From an optimization exercise on the open Yosys and OpenROAD flow, aimed at small area, a short achievable clock period and few clock cycles per item; shortcuts taken in it are not production practice.
RTL that was checked went through simulation tests only; none was proved equivalent to the original.
Only the layout flow was run in run 1; the RTL was not checked for function there.
Power and IR drop assume default switching activity.

==> flow/design.v (outline; a module is shown in full before it is edited, if it fits) <==
// module RFILE: 2437 lines
module RFILE(clk, rst, A_x, A_y, B_x, B_y, C_x, C_y, rssiA, rssiB, rssiC,
             valueA, valueB, valueC, expA, expB, expC, busy, out_valid, xt, yt);
  // ...
==> flow/flow/run.sh <==
#!/bin/bash
# Standard layout (the standard.sh) with two changes:
#  - synthesis script flow/syn.tcl (the standard flow's script, Yosys synth -noabc),
#  - port buffers are sky130_fd_sc_hd__buf_1 (every port still gets one).
set -euo pipefail
HERE=$(pwd)
sed -e "s#SYNTH_SCRIPT=[^ ]*#SYNTH_SCRIPT=$HERE/flow/syn.tcl#" \
    -e "s#make -C #make BUFFER_PORTS_ARGS='-buffer_cell sky130_fd_sc_hd__buf_1' -C #" \
    standard.sh > flow_standard.sh
grep -q "flow/syn.tcl" flow_standard.sh
grep -q "BUFFER_PORTS_ARGS" flow_standard.sh
bash flow_standard.sh finish > make.log 2>&1
==> flow/flow/syn.tcl <==
# The standard flow's synthesis script (synth_recipe.tcl) with one change: Yosys's generic
# synth runs without its early "abc -fast" pass (-noabc). That pass rewrites
# the XOR/majority logic so that extract_fa builds full adders with inverted
# pins and leaves inverters between them. Registers are unchanged.
proc synth {args} { yosys synth -nofsm -noshare -noabc {*}$args }
source $::env(SCRIPTS_DIR)/synth.tcl
# left out here: clear keep_hierarchy, flatten, clean up, hide names made inside functions, write 1_2_yosys.v
==> flow/standard.sh <==
#!/bin/bash
# synth_recipe.tcl (not shown) runs the flow's synth.tcl, then flattens the netlist and writes it again
# the make line also repeats each setting of config.mk as NAME=value (left out here)
make -C /OpenROAD-flow-scripts/flow DESIGN_CONFIG=/design/flow/config.mk WORK_HOME=/design/flow/orfs CLKGATE_MAP_FILE= SYNTH_SCRIPT=/design/flow/synth_recipe.tcl "${@:-finish}"
==> flow/config.mk <==
export PLATFORM = sky130hd
export DESIGN_NAME = RFILE
export DESIGN_NICKNAME = RFILE
export VERILOG_FILES = /design/flow/design.v
export SDC_FILE = /design/flow/constraint.sdc
export NUM_CORES = 8
export LEC_CHECK = 0
export ABC_AREA = 1
export CAP_MARGIN = 20
export CORE_MARGIN = 2
export CORE_UTILIZATION = 40
export SLEW_MARGIN = 20
==> flow/constraint.sdc <==
create_clock -name core_clock -period 115.0 [get_ports {clk}]
set_input_delay 23.0000 -clock core_clock [delete_from_list [all_inputs] [get_ports {clk}]]
set_output_delay 23.0000 -clock core_clock [all_outputs]
set_load 0.01 [all_outputs]
==> run notes, run 1 <==
M2 GR Usage 43.8%; critical path endpoint busy; most common cell in the netlist nand2_1; Layout Utilization between 40% and 50%; Top class by area multi-input combinational cells; worst vdd ir between 0.07 and 0.08 mV; Setup Skew 0.0339 ns; postcts setup bufs 0; status timing/DRC/antenna clean; top sig layer met4; Hold Fails Final Rpt 0; Critical Path Source out_valid; period utilisation layout 21.0%; post-cts hold buffer count 0; die height 323 um; Port Buffers roughly 210; Post-DP Area 43100 um2; # DRC 0; Synth Area in Adders ~30%; Hold Path End cnt[0]; crit path time final ~24 ns; clock buffers 43; CP max FO 2; initial antenna violation count 1; hold_sp cnt[0]
==> inputs of run 2 (changes only) <==
--- a/flow/design.v
+++ b/flow/design.v
@@ -5,33 +5,30 @@
 input           rst;
 input  [7:0]    A_x, A_y, B_x, B_y, C_x, C_y;
 input  [19:0]   rssiA, rssiB, rssiC;
 input  [15:0]   valueA, valueB, valueC;
 output reg [11:0] expA, expB, expC;
 output          busy;
 output reg      out_valid;
 output reg [7:0] xt, yt;
-reg  [4:0] t;
 reg  [8:0] ph;            
 reg  [2:0] k;             
 reg        knz;           
 reg  [2:0] cnt;           
 wire       first = ph[7];
 wire [2:0] cn = first ? ({1'b0, fs} + k) : cnt - 3'd1;
 wire       fin = ph[8] && (cn == 3'd1);
 reg  [1:0] fc;            
 wire       fe = (fc != 2'd0);
 always @(posedge clk or posedge rst) begin
     if (rst) begin
-        t <= 5'd0;
         ph <= 9'd1;
         out_valid <= 1'b0;
     end else begin
-        t <= fin ? 5'd0 : (t == 5'd8) ? t : t + 5'd1;
         ph <= fin ? 9'd1 : {ph[8] | ph[7], ph[6:0], 1'b0};
         out_valid <= fin;
     end
 end
 assign busy = ~out_valid;
 always @(posedge clk) begin
     cnt <= cn;
     if (first) fc <= fs - 2'd1;
@@ -681,20 +678,20 @@
 always @(posedge clk) begin
     vr <= ph[3] ? valueA : ph[4] ? valueB : valueC;
     {cx, cy} <= ph[3] ? {A_x, A_y} : ph[4] ? {B_x, B_y} : {C_x, C_y};
 end
 reg  [15:0] c0, c1;
 always @(posedge clk) begin
     if (ph[0]) c0 <= {A_x, B_x};
     else if (ph[4]) c0 <= w;
-    else if (ph[5]) c0 <= c0 - w;
+    else c0 <= c0 - w;
     if (ph[0]) c1 <= {C_x, A_y};
     else if (ph[5]) c1 <= w;
-    else if (ph[6]) c1 <= c1 - w;
+    else c1 <= c1 - w;
 end
 wire signed [8:0] x0 = {1'b0, c0[7:0]} - {1'b0, c0[15:8]};
 wire signed [8:0] nx1 = {1'b0, c0[7:0]} - {1'b0, c1[15:8]};    
 wire signed [8:0] ny0 = {1'b0, c1[7:0]} - {1'b0, g[15:8]};     
 wire signed [8:0] y1 = {1'b0, g[7:0]} - {1'b0, g[15:8]};
 wire [15:0] ma = ph[6] ? c0 : first ? c1 : ph[2] ? {{7{fx[17]}}, fx[17:9]} : {{7{fx[8]}}, fx[8:0]};
 wire [8:0]  mpx = ph[2] ? fy[17:9] : ph[3] ? fy[8:0] : ph[6] ? fx[17:9] : fx[8:0];
 wire [8:0]  mpy = ph[6] ? fy[8:0] : fy[17:9];
==> run notes, run 2 <==
Final Instance Area around 43000 um2; R2R Setup Slk approximately 90 ns; Critical Path Source Type flop; core area between 90000 and 100000 um2; status timing/DRC/antenna clean; clock slew at reported path FFs ~0.06 ns; final-report setup violation count 0; top post-synthesis cells by area fa_1 (20%), ha_1 (10%), nand2_1 (10%), edfxtp_1 (7.7%), xor2_1 (7.4%); most frequent CP cell nor2_1; Gate Count Post-Synth around 5.5k; total congestion overflow 0; crit path capture type flop; Critical Path AT about 25 ns; post-DP HPWL between 100000 and 150000 um; first-pass GRT wire length around 210000 um; worst reg2reg path endpoint xt[2]; Critical Path Source ph[6]; Placer Congestion slightly below 1; DRT Pass-1 Iters 6; critical path type reg2reg; Mapped Nets 6372; Total GRT Usage 26.5%; post-DR wirelength/cell roughly 20 um; most frequent cells in the layout nand2_1 (1092), inv_1 (752), nor2_1 (617), fa_1 (393), a21oi_1 (341); worst vdd ir 0.0887 mV (+24%); post-CTS resize count 0; R2R Path Start ph[6]; Post-synth EDFFs slightly above 100; CTS tree yes; nets around 6.5k; # Max-Cap Violations 0; Via density between 5 and 6; Skew-Pair Late Insertion Delay 0.55 ns; Synth-to-Final Area Change 8.24%; Pleak ~22 nW; CTS max path bufs 3; register bit total from synthesis roughly 260; DR iter-0 viols between 3k and 4k; most common cell in the netlist nand2_1; filler cell count between 10k and 15k; max_slew headroom approximately 25%; syn_area_per_cell 7.29 um2; post-synthesis sequential area ratio about 15%; crit path time final 24.85 ns (+0.669 ns); Least-Margin Pin Slew approximately 1.1 ns; critical path endpoint xt[2]; DRT antenna net count 0; Max Slew Vio Count 0; RSZ-0062 raised after global routing false; ys flop type dfxtp_1; area share of the largest cell type after synthesis between 10% and 20%; top flop regs rs (19), rx (19), ry (19); # DRC 0 (unchanged); CP max FO 73 (+71); die height 320 um (-0.94%); Setup Skew 0.0226 ns (-0.0113 ns); initial antenna violation count 1 (unchanged); Port Buffers 208 (unchanged); commonest non-fill, non-tap cell in the layout nand2_1; layout cell share with drive strength beyond 1 4.59%; # H-tree levels 2; clk sinks approximately 260; fmax roughly 40 MHz; TNS Setup 0 ns; post-cts hold buffer count 0 (unchanged); Die Wd about 320 um; yosys warns 1; most frequent cells after synthesis nand2_1 (1093), inv_1 (754), nor2_1 (617); Pwr per Cell Area ~29 nW/um2; post-synth top area cell fa_1; unique cell type count in the Yosys netlist 68; die area 103000 um2; postcts setup bufs 0 (unchanged); Post-DP Area 42100 um2 (-2.3%); ys async rst share under 10%; Starting Density 40.5%; clock root cell clkbuf_16; CP max stage delay ~0.70 ns; Top Ports 212; total CTS buffers 34; via count 37.6k; largest net degree at the start of global routing 78; vias in the first global route about 36k; period utilisation layout 21.6% (+0.58 points); Hold Fails Final Rpt 0 (unchanged); Hold Slack between 0.4 and 0.5 ns; Reg2Reg Depth 108; slowest CP cell buf_4; aggregate routed wire length roughly 140000 um; Row Count about 120; WP data required around 120 ns; synthesized cell area about 40000 um2; Worst Hold Class reg2reg
[run 2: per-stage QoR]
stage / utilization (%) / power, mW / setup WS [ns] / cells
final: 43.9 / 1.26 / 90.15 / 6908
after global routing: 43.9 / 1.44 / 88.21 / 6908
after CTS: 43.8 / 1.26 / 90.77 / 6907
after detailed placement: 42.6 / 1.14 / 90.83 / 6845
after global placement: 42.6 / 1.12 / 90.98 / 6845
after floorplan: - / 0.940 / 91.51 / 5486
[run 2: power by group]
part	total, mW	switching, mW	internal (mW)
clock	0.114	0.0437	0.0701
combinational	1.01	0.587	0.426
sequential	0.134	0.00998	0.124
total	1.26	0.640	0.621
[run 2: layout make-up]
type / count / area, um2 / area share [%]
diodes: 1 / 2.50 / 0.00578
clock buffers: 50 / 1000 / 2.32
clock inverters: 12 / 184 / 0.425
inverters: 796 / 2990 / 6.91
multi-input cells: 4234 / 30000 / 69.4
flip-flops and latches: 255 / 6200 / 14.3
well taps: 1287 / 1610 / 3.72
repair buffers: 273 / 1270 / 2.93
[run 2: worst min path at each step]
stage | start | to | slack (ns) | depth (start not counted)
floorplan | cnt[0] | cnt[0] | 0.44 | 1
global placement | cnt[0] | cnt[0] | 0.48 | 1
detailed placement | cnt[0] | cnt[0] | 0.48 | 1
CTS | cnt[0] | cnt[0] | 0.49 | 1
global route | cnt[0] | cnt[0] | 0.51 | 1
finish | cnt[0] | cnt[0] | 0.49 | 1
[run 2: kinds of logic (layout without fill, tap and decap cells)]
| logic type | count (synthesis) | after routing | share of synthesized area [%] |
|---|---|---|---|
| AOI/OAI and AO/OA | 1017 | 1017 | 14.8 |
| and+or+nand+nor | 2108 | 2108 | 21.7 |
| other | 0 | 1 | 0 |
| xor gates and xnor gates | 381 | 381 | 8.39 |
| DFF | 255 | 255 | 15.5 |
| buffers and inverters | 997 | 1131 | 9.51 |
| adders and majority gates | 728 | 728 | 30.2 |
[run 2: critical path: cells and delay by family, from the launching register on]
kind            cells  cell delay (ns)
compound gates     43             8.84
simple gates       42             6.91
fa+ha+maj          10             3.98
buf+inv             8             2.48
xor+xnor            5             1.76
flops               1             0.66
[run 2: layer usage]
layer	vias up	share of wire [%]	track usage, %
met3	250	7.5	3.45
met1	17900	43	36.3
li1	18000	-	-
met2	1477	45	42.3
met5	-	0	0
met4	0	4.4	10.4
Testbench counts of run 2, summed over its fixed seeds: cycles 4,791, items 512.

what the ideal ports hide:
The results above use ideal ports. As a check the final layouts listed here were re-extracted and re-timed, cells and wires unchanged.
Step 1 (the two cells are an assumption about what drives the block):
set clk [get_ports {clk}]
set_driving_cell -lib_cell sky130_fd_sc_hd__clkbuf_16 $clk
set_driving_cell -lib_cell sky130_fd_sc_hd__buf_2 [delete_from_list [all_inputs] $clk]
Step 2 moves the port delays by t, midway between the first and last clock arrival at a register: inputs arrive t later, outputs are due t later. That takes back most of the time a late clock gives input paths.
Slacks: no drivers / after step 1 / after step 2; pairs: no drivers / after step 1.
run	t (ns)	setup slack, ns	clock arrival spread, ns
run 1	0.624	90.820 / 90.757 / 91.256	0.034 / 0.034
run 2	0.603	90.150 / 90.150 / 90.150	0.023 / 0.023
After both steps setup and hold are still met in every run listed.
